What follows belongs to an exercise in optimizing a design on an open flow for small area; a production flow would make more cautious choices.
Only simulation tests tie the RTL to the original design; equivalence was not proved.
No driver is modelled on the clock port, so clocking that relies on it looks cheaper here than on a real chip.
Power and IR drop assume default switching activity.

## flow/run.sh

```bash
#!/bin/bash
# Layout flow: the standard ORFS flow (standard.sh) with changes that only
# affect cell area:
#  - synthesis maps the logic with an area-oriented ABC script (flow/abc.script)
#    instead of ORFS's delay-oriented one; everything else in synthesis,
#    including the registers, is the standard synthesis;
#  - the port buffers are buf_1 cells;
#  - clock tree synthesis uses clkbuf_4 buffers and no dummy loads; after it,
#    flow/cts_fix.tcl upsizes to clkbuf_8 the buffers whose flip-flops would
#    see a slow clock edge.
# Each tool's output is in standard_cts.log, cts_fix.log and standard.log, and
# in ORFS's own logs under orfs/logs.
set -euo pipefail
W=$(pwd)
rm -rf "$W/scripts_abc"
cp -r "$FLOW_HOME/scripts" "$W/scripts_abc"
cp "$W/flow/abc.script" "$W/scripts_abc/abc_speed.script"
ARGS=(
  "SCRIPTS_DIR=$W/scripts_abc"
  "BUFFER_PORTS_ARGS=-buffer_cell sky130_fd_sc_hd__buf_1"
  "CTS_ARGS=-sink_clustering_enable -repair_clock_nets -dont_use_dummy_load -buf_list sky130_fd_sc_hd__clkbuf_4"
)
bash "$W/standard.sh" "${ARGS[@]}" cts > "$W/standard_cts.log" 2>&1
RESULTS="$W/orfs/results/sky130hd/SelectionOfAvatar/base" openroad -no_init -exit "$W/flow/cts_fix.tcl" > "$W/cts_fix.log" 2>&1
bash "$W/standard.sh" "${ARGS[@]}" finish > "$W/standard.log" 2>&1
```

## flow/abc.script

```
&get -n
&st
&dch -f
&nf -R 1000
&put
```

## flow/cts_fix.tcl

```tcl
# Upsize the clock-tree buffers (clkbuf_4) whose flip-flop clock pins see an
# edge slower than the threshold to clkbuf_8, then legalize the placement.
set plat $::env(FLOW_HOME)/platforms/sky130hd
set res $::env(RESULTS)
read_liberty $plat/lib/sky130_fd_sc_hd__tt_025C_1v80.lib
read_db $res/4_cts.odb
read_sdc $res/4_cts.sdc
source $plat/setRC.tcl
estimate_parasitics -placement

proc worst_clk_slew {} {
  set worst 0
  foreach pin [get_pins -hierarchical */CLK] {
    set s [get_property $pin slew_max]
    if {$s > $worst} { set worst $s }
  }
  return $worst
}
puts "worst flip-flop clock slew before: [worst_clk_slew]"
set n 0
foreach inst [get_cells -hierarchical *] {
  if {![string match "*__clkbuf_4" [get_property $inst ref_name]]} continue
  set out [get_pins -of_objects $inst -filter "direction==output"]
  set w 0
  foreach p [get_pins -of_objects [get_nets -of_objects $out] -filter "direction==input"] {
    if {[string match "*/CLK" [get_full_name $p]]} {
      set s [get_property $p slew_max]
      if {$s > $w} { set w $s }
    }
  }
  if {$w > 0.11} {
    replace_cell $inst sky130_fd_sc_hd__clkbuf_8
    incr n
  }
}
puts "upsized $n clock buffers"
detailed_placement
check_placement
estimate_parasitics -placement
puts "worst flip-flop clock slew after: [worst_clk_slew]"
write_db $res/4_cts.odb
```

## standard.sh

```bash
#!/bin/bash
# synth_recipe.tcl (not shown) runs the flow's synth.tcl, then flattens the netlist and writes it again
# the make line also repeats each setting of config.mk as NAME=value (left out here)
make -C /OpenROAD-flow-scripts/flow DESIGN_CONFIG=/design/flow/config.mk WORK_HOME=/design/flow/orfs CLKGATE_MAP_FILE= SYNTH_SCRIPT=/design/flow/synth_recipe.tcl "${@:-finish}"
```

## config.mk

```make
export PLATFORM = sky130hd
export DESIGN_NAME = SelectionOfAvatar
export DESIGN_NICKNAME = SelectionOfAvatar
export VERILOG_FILES = /design/flow/design.v
export SDC_FILE = /design/flow/constraint.sdc
export NUM_CORES = 4
export LEC_CHECK = 0
export CAP_MARGIN = 0
export CORE_MARGIN = 2
export CORE_UTILIZATION = 40
export SLEW_MARGIN = 0
```

## constraint.sdc

```tcl
create_clock -name core_clock -period 6.0 [get_ports {CLK}]
set_input_delay 1.2000 -clock core_clock [delete_from_list [all_inputs] [get_ports {CLK}]]
set_output_delay 1.2000 -clock core_clock [all_outputs]
set_load 0.01 [all_outputs]
```

## design.v

```verilog
`timescale 1ns / 1ps
module SelectionOfAvatar(
	input [1:0] mode,
	input [5:0] userID,
	input [1:0] candidate,  
	input CLK,
	input rst,  
	output reg [1:0] ballotBoxId,
	output reg [5:0] numberOfRegisteredVoters,
	output [5:0] numberOfVotesWinner,  
	output [1:0] WinnerId,
	output reg AlreadyRegistered,
	output reg AlreadyVoted,
	output reg NotRegistered,
	output reg VotingHasNotStarted,
	output reg RegistrationHasEnded
	);
    wire nrst = ~rst;
    reg [6:0] lfsr;
    reg pv, pr;
    wire last = (lfsr == 7'd22);
    wire inReg  = ~pv & ~last;
    wire inVote = (~pv & last) | (pv & ~pr & ~last);
    wire inRes  = pr | (pv & last);
    wire [6:0] lfsr_step = {lfsr[5:0], ~(lfsr[6] ^ lfsr[5])};
    always @(posedge CLK) begin
        lfsr <= {7{nrst}} & (last ? 7'd1 : lfsr_step);
        pv <= nrst & (pv | last);
        pr <= nrst & inRes;
    end
    reg [63:0] nregistered;
    reg [63:0] nvoted;
    wire [7:0] col = 8'd1 << userID[2:0];
    wire [7:0] row = 8'd1 << userID[5:3];
    wire [7:0] rr, vr;
    genvar gr;
    generate for (gr = 0; gr < 8; gr = gr + 1) begin : rd
        assign rr[gr] = |(~nregistered[gr*8 +: 8] & col);
        assign vr[gr] = |(~nvoted[gr*8 +: 8] & col);
    end endgenerate
    wire isReg = |(rr & row);
    wire isVoted = |(vr & row);
    wire m0 = (mode == 2'd0);
    wire m1 = (mode == 2'd1);
    wire doReg  = inReg & m0 & ~isReg;
    wire doVote = inVote & m1 & isReg & ~isVoted;
    wire [7:0] colR = col & {8{nrst & inReg & m0}};
    wire [7:0] colV = col & {8{nrst & inVote & m1}};
    genvar gi;
    generate for (gi = 0; gi < 64; gi = gi + 1) begin : tbl
        always @(posedge CLK) begin
            nregistered[gi] <= (nregistered[gi] | rst) & ~(row[gi/8] & colR[gi%8]);
            nvoted[gi] <= (nvoted[gi] | rst) & ~(row[gi/8] & colV[gi%8]);
        end
    end endgenerate
    wire [5:0] rt = {rt[4:0] & numberOfRegisteredVoters[4:0], doReg};
    always @(posedge CLK)
        numberOfRegisteredVoters <= {6{nrst}} & (numberOfRegisteredVoters ^ rt);
    reg [5:0] v0, v1, v2, v3;
    reg [1:0] lead;
    wire [3:0] ch = 4'd1 << candidate;
    wire [3:0] lh = 4'd1 << lead;
    wire [5:0] vsel = ({6{ch[0]}} & v0) | ({6{ch[1]}} & v1) | ({6{ch[2]}} & v2) | ({6{ch[3]}} & v3);
    wire [5:0] vlead = ({6{lh[0]}} & v0) | ({6{lh[1]}} & v1) | ({6{lh[2]}} & v2) | ({6{lh[3]}} & v3);
    wire [5:0] vc = {vc[4:0] & vsel[4:0], 1'b1};
    wire [5:0] vinc = vsel ^ vc;
    wire take = {vinc, candidate < lead} > {vlead, 1'b0};
    wire [3:0] vwe = {4{nrst & doVote}} & ch;
    wire [3:0] vkeep = {4{nrst}} & ~vwe;
    wire lwe = nrst & doVote & take;
    wire lkeep = nrst & ~lwe;
    always @(posedge CLK) begin
        v0 <= (v0 & {6{vkeep[0]}}) | (vinc & {6{vwe[0]}});
        v1 <= (v1 & {6{vkeep[1]}}) | (vinc & {6{vwe[1]}});
        v2 <= (v2 & {6{vkeep[2]}}) | (vinc & {6{vwe[2]}});
        v3 <= (v3 & {6{vkeep[3]}}) | (vinc & {6{vwe[3]}});
        lead <= (lead & {2{lkeep}}) | (candidate & {2{lwe}});
    end
    assign numberOfVotesWinner = {6{pr}} & vlead;
    assign WinnerId = {2{pr}} & lead;
    always @(posedge CLK) begin
        ballotBoxId <= {2{nrst & ~inRes}} & userID[5:4];
        VotingHasNotStarted <= nrst & inReg & m1;
        AlreadyRegistered <= nrst & inReg & m0 & isReg;
        RegistrationHasEnded <= nrst & inVote & m0;
        NotRegistered <= nrst & inVote & m1 & ~isReg;
        AlreadyVoted <= nrst & inVote & m1 & isReg & isVoted;
    end
endmodule
```

==> results.cfg, run 1 <==
[outcome]
status = timing/DRC/antenna clean

[placed_design]
hpwl_mm = 11.1
numPortBuffers = 32
gp_congestion = 0.906

[floorplan]
die_w_um = 132
initial_core_util_pct = 40.9
fp.dieH_um = 132
row_count = 46
io_pins = 33
dieArea_sq_mm = 0.0174
core_sq_mm = 0.0159

[worst_hold_path]
hp-class = reg -> reg

[grt]
antenna_found_initial = 1
grtUsageMet1_pct = 27.4
grt_max_degree = 93
grt_pass1_wl_mm = 27.0
grt_pass1_vias = 4989
grt-ovfl-total = 0
grt.busiest_layer = met2
grt_util_met3_pct = 4.73
gr-usage-met2_pct = 29.8
track_usage_pct = 19.4

[cells_and_area]
layout-drive-gt1-share_pct = 4.38
syn2layout_area_growth_pct = 10.1
mostFrequentLayoutCells = dfxtp_1 (176), o22a_1 (134), o22ai_1 (60)
nets = 669
final_common_cell = dfxtp_1

[timing]
setup_tns_ns = 0
period_share_pct = 74.9
timing.hold.ws_ns = 0.469
fmax_ghz = 0.223
rsz0062_at_grt = no
slew_headroom_pct = 39.0
setup_viol = 0
worstMarginPinSlew_ns = 0.914
post-route-min-period_ns = 4.49
slew_viol_final = 0
clock_skew_ns = 0.0352
hold_viol = 0

[clock_network]
post_cts_buffers = 0
cts_sinks = 176
clk_pin_slew_ns = 0.11
cts_tree = built
numCtsBuffers = 17
cts_hold_buffers = 0
clockBufferDepth = 2
cts-resized-gates = 0
h-tree-depth = 4
clock_latency_ns = 0.59
clockRootBuffer = clkbuf_4

[logic_synthesis]
ys_seq_elements = 176
ys_async_sr_fraction_pct = 0
synth-main-ff-cell = dfxtp_1
syn-mean-instance-area_sq_um = 11.3
yosysTopAreaCellShare_pct = 54.0
synth_area_sq_mm = 0.00653
synth_area_leaders = dfxtp_1 (54%), o22a_1 (18%), o22ai_1 (5.8%), ha_1 (3.1%), a22o_1 (3.0%)
synth_top_area_cell = dfxtp_1
yosysUniqueCellTypes = 33
synthCells = 580
synth_warnings = 1
synth_nets = 608
synth_edf_count = 0
synth-seq-area-share_pct = 54.0

[critical_path]
required_ns = 6.49
start_kind = primary input
worst_ep_arrival_time_ns = 4.98
end_kind = register
r2r_slack_ns = 2.51
crit_fanout = 18
crit_type = in -> reg

[routing]
wirelength_mm = 16.7
wire_per_inst_um = 19.5
drtAntennaViolNets = 0
remaining_drc_errors = 0
avgViaCountPerCell = 6.26
first_pass_iters = 8
vias = 5361
drtIter0Drc = 693

[power_and_ir_drop]
ir_worst_vdd_v = 0.000136
total_leakage_power_nw = 2.31
p_per_area_mw_per_mm2 = 252
p_total_mw = 1.81

[flow_run]
cap_violations = 0
-- critical path: stages --
cell and delay [ns]:
buf_1 0.27, nand3b_1 0.69, o22ai_1 0.26, nor4_1 0.34, o22ai_1 0.12, or4_1 0.67
nand3b_1 0.33, nor2_1 0.53, nor2_1 0.28, a32o_1 0.29
-- sequential cells by signal, summed over array words and instances (netlist names), 2 cells and up --
name	cells
lead	2
ballotBoxId	2
nregistered	64
lfsr	7
v3	6
v1	6
nvoted	64
numberOfRegisteredVoters	6
v0	6
v2	6
-- report_power, final --
part | switching, mW | internal [mW]
Combinational | 0.0621 | 0.0189
Sequential | 0.00231 | 1.17
Clock | 0.357 | 0.199
Total | 0.421 | 1.39
-- worst paths after layout --
kind | startpoint | end | cells after the start
hold / removal | lfsr[0] | lfsr[1] | 1
setup / recovery | userID[2] | v3[0] | 10
setup reg to reg | v0[0] | lead[1] | 13
hold reg to reg | lfsr[0] | lfsr[1] | 1
-- layer usage --
| layer | wire length (um) | up-vias |
|---|---|---|
| li1 | - | 2506 |
| met1 | 7970 | 2622 |
| met2 | 7490 | 214 |
| met3 | 1070 | 19 |
| met4 | 178 | 0 |
| met5 | 0 | - |
-- through the flow --
stage | area, sq um | util, % | instances | worst slack, ns
after floorplan | 6530 | - | 580 | 1.97
after global placement | 7000 | 43.9 | 838 | 1.00
after detailed placement | 7000 | 43.9 | 838 | 0.970
after CTS | 7120 | 44.7 | 855 | 1.57
after global routing | 7190 | 45.1 | 856 | 1.36
final | 7190 | 45.1 | 856 | 1.51
-- area by class of cell --
class                      count  area, sq um
inverter                       2         7.51
antenna                        1         2.50
fill                        1528         8750
sequential                   176         3520
clock buffer                  17          190
timing repair buffer          42          199
multi-input combinational    402         3000
tap                          216          270
-- cell usage after synthesis (all sizes together), types with 2 or more instances --
cell / number
dfxtp: 176
o22a: 134
o22ai: 60
a22o: 22
nor2: 22
nand2: 21
ha: 16
nand2b: 15
nor2b: 14
nor3: 13
nor4: 13
a222oi: 12
nand3b: 7
o221ai: 6
a21boi: 5
and2: 5
nor3b: 5
a21oi: 4
a32o: 4
nand3: 4
or3b: 4
clkinv: 2
nor4b: 2
or2: 2
or3: 2
or4: 2
xor2: 2
-- logic make-up (layout without fill, tap and decap cells) --
kind of cell	Yosys count	count (layout)	synth area share (%)
fa+ha+maj	16	16	3.07
buf+inv	2	61	0.115
other cells	0	1	0
compound gates	249	249	31.0
simple gates	134	134	11.4
flops	176	176	54.0
xor+xnor	3	3	0.403
==> run 2, diff against run 1 <==
--- a/config.mk
+++ b/config.mk
@@ -8,4 +8,5 @@
 export CAP_MARGIN = 0
 export CORE_MARGIN = 2
 export CORE_UTILIZATION = 40
+export GPL_TIMING_DRIVEN = 0
 export SLEW_MARGIN = 0
==> run 2 against run 1 <==
First-iteration DRC count is 34% lower. Routed wire length is 5.5% lower. Fmax fell by 4.6%. Synthesized cell count unchanged. Global-route usage shrank 1.1 points. Sequential share of layout area is 0.15 points higher. Sequential power about the same. Design area is 0.31% lower. Combinational power decreased by 1%. Hold slack better by 0.0038 ns.
==> results.cfg, run 2 <==
[outcome]
status = timing/DRC/antenna clean

[routing]
avgViaCountPerCell = 6.14
drtIter0Drc = 454
vias = 5211
remaining_drc_errors = 0
first_pass_iters = 8
drtAntennaViolNets = 0
wire_per_inst_um = 18.6
wirelength_mm = 15.8

[worst_hold_path]
min_path_cells = 1
holdCritStartpoint = lfsr[3]
min_to = lfsr[4]
hp-class = reg -> reg

[flow_run]
cap_violations = 0

[critical_path]
max_stage_delay_ns = 0.86
worst_ep_arrival_time_ns = 5.19
end_kind = register
crit_buf_inv = 1
cp_slowest_cell = nor3b_1
r2r-start = lfsr[5]
cp_top_family = simple AND/OR/NAND/NOR gates
r2r_end = v2[0]
reg2regPathDepth = 9
r2r_slack_ns = 1.41
crit_fanout = 18
required_ns = 6.48
crit_type = in -> reg
start_kind = primary input
crit_chain = buf_1, nand3b_1, o22ai_1, nor4_1, o22ai_1, or4_1, nand3b_1, nor3b_1, nor2_1, a32o_1

[timing]
post-route-min-period_ns = 4.71
slew_headroom_pct = 8.47
hold_viol = 0
slew_viol_final = 0
setup_viol = 0
period_share_pct = 78.5
fmax_ghz = 0.212
timing.hold.ws_ns = 0.473
rsz0062_at_grt = no
worstMarginPinSlew_ns = 1.36
setup_ws_ns = 1.29
clock_skew_ns = 0.0475

[grt]
gr-usage-met2_pct = 27.8
grtUsageMet1_pct = 26.0
grt.busiest_layer = met2
antenna_found_initial = 1
grt_pass1_wl_mm = 25.7
grt-ovfl-total = 0
grt_util_met3_pct = 4.61
track_usage_pct = 18.3
grt_max_degree = 59
grt_pass1_vias = 4934

[clock_network]
cts_sinks = 176
numCtsBuffers = 17
post_cts_buffers = 0
cts_tree = built
clk_pin_slew_ns = 0.10
clock_latency_ns = 0.59
clockRootBuffer = clkbuf_4
clockBufferDepth = 2
cts-resized-gates = 0
h-tree-depth = 4
cts_hold_buffers = 0

[logic_synthesis]
yosysUniqueCellTypes = 33
synth_nets = 608
synthCells = 580
synth_warnings = 1
synth_area_leaders = dfxtp_1 (54%), o22a_1 (18%), o22ai_1 (5.8%), ha_1 (3.1%), a22o_1 (3.0%)
synth_area_sq_mm = 0.00653
yosysTopAreaCellShare_pct = 54.0
ys_seq_elements = 176
syn-mean-instance-area_sq_um = 11.3
synth_edf_count = 0
ys_async_sr_fraction_pct = 0
synth-seq-area-share_pct = 54.0
yosysMostFrequentCell = dfxtp_1
synth_top_area_cell = dfxtp_1
synth-main-ff-cell = dfxtp_1
synth_common_cells = dfxtp_1 (176), o22a_1 (134), o22ai_1 (60)

[placed_design]
gp_congestion = 0.810
hpwl_mm = 10.8
numPlacedInstances = 830
numPortBuffers = 32
dp_slack_ns = 0.651

[power_and_ir_drop]
p_per_area_mw_per_mm2 = 253
switching_share_pct = 22.8
power_switching_mw = 0.413
p_comb_share_pct = 4.4
clockPowerShare_pct = 30.7
ir_worst_vdd_v = 0.000113
total_leakage_power_nw = 2.29
internal-power_mw = 1.40
p_total_mw = 1.81
seqPwrFrac_pct = 64.9

[floorplan]
fp.dieH_um = 132
initial_core_util_pct = 40.9
row_count = 46
core_sq_mm = 0.0159
io_pins = 33
die_w_um = 132
dieArea_sq_mm = 0.0174

[cells_and_area]
layout.cells.non_filler = 849
final_common_cell = dfxtp_1
final_core_utilization_pct = 45.0
top_regs = nregistered (64), nvoted (64), lfsr (7)
mostFrequentLayoutCells = dfxtp_1 (176), o22a_1 (134), o22ai_1 (60)
syn2layout_area_growth_pct = 9.79
layout-drive-gt1-share_pct = 3.33
fillers = 1534
nets = 661
## run 2: cell counts after synthesis
Identical to the previous run, type by type.
## run 2: stage by stage
stage / cell area [sq um] / TNS [ns]
after floorplan: 6530 / 0
after global placement: 6920 / -291.10
after detailed placement: 6970 / 0
after CTS: 7090 / 0
after global routing: 7170 / 0
final: 7170 / 0
## run 2: worst reg2reg max path: cells and delay by family (launching register included)
kind,cells,cell delay (ns)
flops,1,0.33
simple gates,7,3.82
compound gates,2,0.37
## run 2: layout make-up
cell class / instances / area (sq um) / area share [%]
flip-flops and latches: 176 / 3520 / 49.2
well taps: 216 / 270 / 3.77
repair buffers: 34 / 161 / 2.25
multi-input cells: 402 / 3000 / 41.9
inverters: 2 / 7.51 / 0.105
clock buffers: 17 / 196 / 2.74
diodes: 2 / 5.00 / 0.0698
## run 2: power groups by stage
stage | combinational [mW] | clock [mW] | sequential (mW)
2_1_floorplan | 0.0352 | 0 | 1.20
3_3_place_gp | 0.0743 | 0 | 1.20
3_5_place_dp | 0.0794 | 0 | 1.20
4_1_cts | 0.0795 | 0.487 | 1.18
5_1_grt | 0.0871 | 0.624 | 1.18
6_report | 0.0798 | 0.556 | 1.17
## run 2: routing by layer
layer | vias up | part of all wire (%)
li1 | 2482 | -
met1 | 2588 | 49
met3 | 10 | 4.9
met4 | 0 | 0.89
met5 | - | 0
met2 | 131 | 45
## run 2: how the worst max path moves through the flow
stage	startpoint	cells after the start	endpoint	slack (ns)
floorplan	candidate[0]	14	lead[0]	1.97
global placement	rst	6	v1[1]	-2.44
detailed placement	userID[2]	10	v2[0]	0.65
CTS	userID[2]	10	v2[0]	1.23
global route	userID[2]	10	v2[0]	0.96
finish	userID[2]	10	v2[0]	1.29
## run 2: cells by family after synthesis
logic type	Yosys count	share of synthesized area, %
XOR/XNOR	3	0.403
buffers and inverters	2	0.115
AND/OR/NAND/NOR	134	11.4
flip-flops	176	54.0
adder cells (fa/ha/maj)	16	3.07
AO/OA/AOI/OAI	249	31.0
==> run 3, diff against run 2 <==
--- a/config.mk
+++ b/config.mk
@@ -5,8 +5,7 @@
 export SDC_FILE = /design/flow/constraint.sdc
 export NUM_CORES = 4
 export LEC_CHECK = 0
-export CAP_MARGIN = 0
+export CAP_MARGIN = 20
 export CORE_MARGIN = 2
 export CORE_UTILIZATION = 40
-export GPL_TIMING_DRIVEN = 0
-export SLEW_MARGIN = 0
+export SLEW_MARGIN = 20
==> run 3 against run 2 <==
Fmax rose by 4.8%. Register-to-register slack improved by 1.1 ns. Synthesized cell count did not move. Cell count rose by 0.82%. Design area rose by 0.31%. Critical endpoint is now v3[0]. Largest cell class unchanged. Largest power group unchanged.
==> results.cfg, run 3 <==
[clock_network]
cts_sinks = 176
cts-resized-gates = 0
post_cts_buffers = 0
h-tree-depth = 4
clk_pin_slew_ns = 0.11
numCtsBuffers = 17
clockBufferDepth = 2
clock_latency_ns = 0.59
cts_hold_buffers = 0
cts_tree = built
clockRootBuffer = clkbuf_4

[critical_path]
worst_ep_arrival_time_ns = 4.98
cp_slowest_cell = nand3b_1
crit_fanout = 18
r2r_end = lead[1]
end_kind = register
max_stage_delay_ns = 0.69
required_ns = 6.49
r2r-start = v0[0]
endpoint = v3[0]
cp-startpoint = userID[2]
r2r_slack_ns = 2.51
crit_type = in -> reg
crit_chain = buf_1, nand3b_1, o22ai_1, nor4_1, o22ai_1, or4_1, nand3b_1, nor2_1, nor2_1, a32o_1
start_kind = primary input
reg2regPathDepth = 13

[power_and_ir_drop]
total_leakage_power_nw = 2.31
p_per_area_mw_per_mm2 = 252
internal-power_mw = 1.39
ir_worst_vdd_v = 0.000136
switching_share_pct = 23.2
power_switching_mw = 0.421
seqPwrFrac_pct = 64.8
clockPowerShare_pct = 30.7
p_comb_share_pct = 4.5

[routing]
remaining_drc_errors = 0
drtIter0Drc = 693
first_pass_iters = 8
avgViaCountPerCell = 6.26
wirelength_mm = 16.7
vias = 5361
drtAntennaViolNets = 0
wire_per_inst_um = 19.5

[timing]
setup_viol = 0
slew_viol_final = 0
fmax_ghz = 0.223
hold_viol = 0
setup_tns_ns = 0
period_share_pct = 74.9
slew_headroom_pct = 39.0
rsz0062_at_grt = no
setup_ws_ns = 1.51
clock_skew_ns = 0.0352
post-route-min-period_ns = 4.49
worstMarginPinSlew_ns = 0.914

[flow_run]
cap_violations = 0

[floorplan]
core_sq_mm = 0.0159
initial_core_util_pct = 40.9
dieArea_sq_mm = 0.0174
row_count = 46
die_w_um = 132
io_pins = 33
fp.dieH_um = 132

[grt]
grt_max_degree = 93
grt_pass1_vias = 4989
grt-ovfl-total = 0
grt_pass1_wl_mm = 27.0
track_usage_pct = 19.4
antenna_found_initial = 1

[placed_design]
dp_slack_ns = 0.970
gp_congestion = 0.906
hpwl_mm = 11.1
numPortBuffers = 32

[logic_synthesis]
synth_area_leaders = dfxtp_1 (54%), o22a_1 (18%), o22ai_1 (5.8%), ha_1 (3.1%), a22o_1 (3.0%)
yosysMostFrequentCell = dfxtp_1
ys_async_sr_fraction_pct = 0
synth-main-ff-cell = dfxtp_1
synth_nets = 608
synth_edf_count = 0
synth_warnings = 1
synth-seq-area-share_pct = 54.0
synth_top_area_cell = dfxtp_1
ys_seq_elements = 176
syn-mean-instance-area_sq_um = 11.3
synthCells = 580
yosysTopAreaCellShare_pct = 54.0
synth_area_sq_mm = 0.00653
yosysUniqueCellTypes = 33
synth_common_cells = dfxtp_1 (176), o22a_1 (134), o22ai_1 (60)

[cells_and_area]
layout-drive-gt1-share_pct = 4.38
top_regs = nregistered (64), nvoted (64), lfsr (7)
syn2layout_area_growth_pct = 10.1
final_core_utilization_pct = 45.1
nets = 669
mostFrequentLayoutCells = dfxtp_1 (176), o22a_1 (134), o22ai_1 (60)
final_common_cell = dfxtp_1

[worst_hold_path]
hp-class = reg -> reg

[outcome]
status = timing/DRC/antenna clean
## run 3: cell counts after synthesis
Identical to the previous run, type by type.
## run 3: cell type report
class | instances | area, sq um
diodes | 1 | 2.50
inverters | 2 | 7.51
clock buffers | 17 | 190
well taps | 216 | 270
fillers | 1528 | 8750
multi-input cells | 402 | 3000
repair buffers | 42 | 199
flip-flops and latches | 176 | 3520
## run 3: logic make-up (layout without fill, tap and decap cells)
family | Yosys count | in the layout | synth area share [%]
buffers and inverters | 2 | 61 | 0.115
other | 0 | 1 | 0
XOR/XNOR | 3 | 3 | 0.403
AND/OR/NAND/NOR | 134 | 134 | 11.4
AO/OA/AOI/OAI | 249 | 249 | 31.0
flip-flops | 176 | 176 | 54.0
adder cells (fa/ha/maj) | 16 | 16 | 3.07
## run 3: power by group through the flow
| stage | sequential (mW) | combinational, mW | clock (mW) |
|---|---|---|---|
| floorplan | 1.20 | 0.0352 | 0 |
| finish | 1.17 | 0.0810 | 0.556 |
| CTS | 1.18 | 0.0803 | 0.493 |
| global placement | 1.20 | 0.0786 | 0 |
| detailed placement | 1.20 | 0.0800 | 0 |
| global route | 1.18 | 0.0878 | 0.621 |
## run 3: worst min-delay path by stage
stage,cells after the start,start,endpoint
after floorplan,1,lfsr[0],lfsr[1]
after global placement,1,lfsr[0],lfsr[1]
after detailed placement,1,nregistered[14],nregistered[14]
after CTS,1,lfsr[0],lfsr[1]
after global routing,1,nvoted[56],nvoted[56]
final,1,lfsr[0],lfsr[1]
## run 3: routing by layer
| layer | track usage, % | wire, um |
|---|---|---|
| met1 | 27.4 | 7970 |
| met5 | 0 | 0 |
| met2 | 29.8 | 7490 |
| met3 | 4.73 | 1070 |
| met4 | 4.77 | 178 |
## run 3: worst max-delay path, delay by kind of cell
kind                   cells  cell delay, ns
buffers and inverters      1            0.27
and+or+nand+nor            6            2.84
AOI/OAI and AO/OA          3            0.67
## run 3: stage by stage
stage	power [mW]	area, sq um	hold WS [ns]	std cells
after floorplan	1.24	6530	0.430	580
after global placement	1.28	7000	0.447	838
after detailed placement	1.28	7000	0.461	838
after CTS	1.75	7120	0.479	855
after global routing	1.88	7190	0.492	856
final	1.81	7190	0.469	856
==> run 4, diff against run 3 <==
--- a/design.v
+++ b/design.v
@@ -7,8 +7,8 @@
 	input rst,  
 	output reg [1:0] ballotBoxId,
 	output reg [5:0] numberOfRegisteredVoters,
-	output [5:0] numberOfVotesWinner,  
-	output [1:0] WinnerId,
+	output reg [5:0] numberOfVotesWinner,  
+	output reg [1:0] WinnerId,
 	output reg AlreadyRegistered,
 	output reg AlreadyVoted,
 	output reg NotRegistered,
@@ -76,8 +76,10 @@
         v3 <= (v3 & {6{vkeep[3]}}) | (vinc & {6{vwe[3]}});
         lead <= (lead & {2{lkeep}}) | (candidate & {2{lwe}});
     end
-    assign numberOfVotesWinner = {6{pr}} & vlead;
-    assign WinnerId = {2{pr}} & lead;
+    always @(posedge CLK) begin
+        numberOfVotesWinner <= {6{nrst & inRes}} & vlead;
+        WinnerId <= {2{nrst & inRes}} & lead;
+    end
     always @(posedge CLK) begin
         ballotBoxId <= {2{nrst & ~inRes}} & userID[5:4];
         VotingHasNotStarted <= nrst & inReg & m1;
==> run 4 against run 3 <==
First-iteration DRC count is 45% lower. Sequential power is 5% higher. Non-clock buffer count is 1 lower. Critical path depth is 4 higher. Combinational power is 2% lower. Via count is 0.39% higher. Routed wire length is 0.21% higher. Global-route usage is 0.051 points lower. Fmax is 1.0% higher. Register-to-register slack better by 0.06 ns. Area after synthesis is 2.6% higher. Still clean on timing, DRC and antenna. Core utilization is 0.41 points lower.
==> results.cfg, run 4 <==
[outcome]
status = timing/DRC/antenna clean

[clock_network]
clock_latency_ns = 0.58
cts_hold_buffers = 0
clk_pin_slew_ns = 0.09
post_cts_buffers = 0
cts-resized-gates = 0
cts_sinks = 184
clockRootBuffer = clkbuf_4
cts_tree = built
numCtsBuffers = 17
clockBufferDepth = 2
h-tree-depth = 4

[worst_hold_path]
min_to = lfsr[4]
min_path_cells = 1
holdCritStartpoint = lfsr[3]
hp-class = reg -> reg

[grt]
grt_pass1_wl_mm = 27.4
grt-ovfl-total = 0
antenna_found_initial = 1
grt_pass1_vias = 5380
grt_max_degree = 86
track_usage_pct = 19.3

[routing]
wirelength_mm = 16.7
vias = 5382
drtIter0Drc = 379
remaining_drc_errors = 0
avgViaCountPerCell = 6.17
first_pass_iters = 6
drtAntennaViolNets = 0
wire_per_inst_um = 19.2

[critical_path]
crit_fanout = 18
cp_slowest_cell = or4_1
r2r_end = lead[1]
end_kind = register
r2r-start = v0[0]
crit_top_cell = ha_1
worst_ep_arrival_time_ns = 4.86
reg2regPathDepth = 13
r2r_slack_ns = 2.57
crit_chain = buf_1, nand3b_1, o22a_1, o221ai_1, nor3_1, o22ai_1, or4_1, nor4_1, ha_1, ha_1, ha_1, ha_1, ha_1, nor2b_1
required_ns = 6.41
crit_type = in -> reg
max_stage_delay_ns = 0.71
start_kind = primary input

[placed_design]
gp_congestion = 0.809
hpwl_mm = 11.3
numPortBuffers = 32

[logic_synthesis]
yosysMostFrequentCell = dfxtp_1
yosysTopAreaCellShare_pct = 55.0
syn-mean-instance-area_sq_um = 11.3
synth_top_area_cell = dfxtp_1
yosysUniqueCellTypes = 34
synth-seq-area-share_pct = 55.0
ys_seq_elements = 184
ys_async_sr_fraction_pct = 0
synth_area_sq_mm = 0.00670
synth_common_cells = dfxtp_1 (184), o22a_1 (134), o22ai_1 (60)
synth_warnings = 1
synthCells = 593
synth_edf_count = 0
synth-main-ff-cell = dfxtp_1
synth_area_leaders = dfxtp_1 (55%), o22a_1 (18%), o22ai_1 (5.6%), ha_1 (3.0%), a22o_1 (2.9%)
synth_nets = 621

[timing]
period_share_pct = 74.1
worstMarginPinSlew_ns = 0.947
hold_viol = 0
rsz0062_at_grt = no
setup_viol = 0
slew_viol_final = 0
fmax_ghz = 0.225
setup_tns_ns = 0
post-route-min-period_ns = 4.45
clock_skew_ns = 0.0331
slew_headroom_pct = 36.7

[cells_and_area]
syn2layout_area_growth_pct = 9.84
nets = 681
fillers = 1567
final_common_cell = dfxtp_1
mostFrequentLayoutCells = dfxtp_1 (184), o22a_1 (134), o22ai_1 (60)
final_core_utilization_pct = 44.7
layout-drive-gt1-share_pct = 4.15
top_regs = nregistered (64), nvoted (64), lfsr (7)

[floorplan]
fp.dieH_um = 133
dieArea_sq_mm = 0.0178
io_pins = 33
initial_core_util_pct = 40.7
row_count = 47
die_w_um = 133
core_sq_mm = 0.0165

[flow_run]
cap_violations = 0

[power_and_ir_drop]
total_leakage_power_nw = 2.37
ir_worst_vdd_v = 0.000138
p_per_area_mw_per_mm2 = 253
==> run 4: per-layer routing <==
layer / GRT usage (%) / share of wire, %
met5: 0 / 0
met4: 6.86 / 2.1
met3: 4.34 / 3.7
met2: 33.5 / 51
met1: 23.6 / 43
==> run 4: layout make-up <==
| type | count | area, sq um | area share [%] |
|---|---|---|---|
| inverter | 8 | 30.0 | 0.408 |
| tap | 220 | 275 | 3.74 |
| antenna | 1 | 2.50 | 0.0340 |
| multi-input combinational | 401 | 2990 | 40.6 |
| sequential | 184 | 3680 | 50.1 |
| clock buffer | 17 | 190 | 2.58 |
| timing repair buffer | 41 | 191 | 2.60 |
==> run 4: critical path: cells and delay by family <==
kind	cells	cell delay (ns)
adders and majority gates	5	0.86
buffers and inverters	1	0.28
AOI/OAI and AO/OA	3	0.48
and+or+nand+nor	5	2.04
==> run 4: kinds of logic after synthesis <==
group,Yosys count,synth area share (%)
flip-flops,184,55.0
XOR/XNOR,3,0.392
adder cells (fa/ha/maj),16,2.99
AND/OR/NAND/NOR,133,11.0
buffers and inverters,8,0.448
AO/OA/AOI/OAI,249,30.2
==> run 4: worst max-delay path by stage <==
stage	start	to	slack, ns
2_1_floorplan	candidate[1]	lead[0]	1.97
3_3_place_gp	userID[2]	numberOfRegisteredVoters[4]	1.16
3_5_place_dp	userID[2]	numberOfRegisteredVoters[4]	1.00
4_1_cts	userID[2]	numberOfRegisteredVoters[4]	1.61
5_1_grt	userID[2]	numberOfRegisteredVoters[4]	1.28
6_report	userID[2]	numberOfRegisteredVoters[4]	1.55
==> run 4: metrics by stage <==
step                std cells  setup WS, ns  total power [mW]  hold WS, ns  cell area, sq um
finish                    872          1.55              1.86        0.463              7360
global route              872          1.28              1.94        0.478              7360
CTS                       871          1.61              1.80        0.473              7290
detailed placement        854          1.00              1.33        0.450              7170
global placement          854          1.16              1.33        0.451              7170
floorplan                 593          1.97              1.29        0.430              6700
==> run 4: power breakdown <==
part           internal [mW]  total [mW]  switching [mW]
sequential              1.23        1.23         0.00245
clock                  0.200       0.556           0.356
combinational         0.0186      0.0791          0.0605
total                   1.44        1.86           0.419

port drivers added, routing unchanged:
In the flow no input, the clock included, has a driving cell. The finished layouts below were timed again as built, in two steps.
Step 1 (the two cells are an assumption about what drives the block):
set clk [get_ports {CLK}]
set_driving_cell -lib_cell sky130_fd_sc_hd__clkbuf_16 $clk
set_driving_cell -lib_cell sky130_fd_sc_hd__buf_2 [delete_from_list [all_inputs] $clk]
Step 2 also shifts input and output timing later by t, the mid clock arrival at the registers, as if the neighbouring blocks saw the same clock.
Three values: ideal ports, drivers, drivers and shift; two values: the first two.
run	t, ns	setup slack, ns	hold WS [ns]	worst register clock-pin slew, ns	worst slew at a driven data input, ns
run 1	0.603	1.508 / 1.519 / 0.915	0.469 / 0.469 / 0.469	0.11 / 0.11	0.06
run 2	0.607	1.292 / 1.304 / 0.696	0.473 / 0.473 / 0.473	0.12 / 0.12	0.05
run 3	0.603	1.508 / 1.519 / 0.915	0.469 / 0.469 / 0.469	0.11 / 0.11	0.06
run 4	0.594	1.554 / 1.552 / 0.958	0.463 / 0.463 / 0.463	0.11 / 0.11	0.04
After both steps every run listed still meets setup and hold.
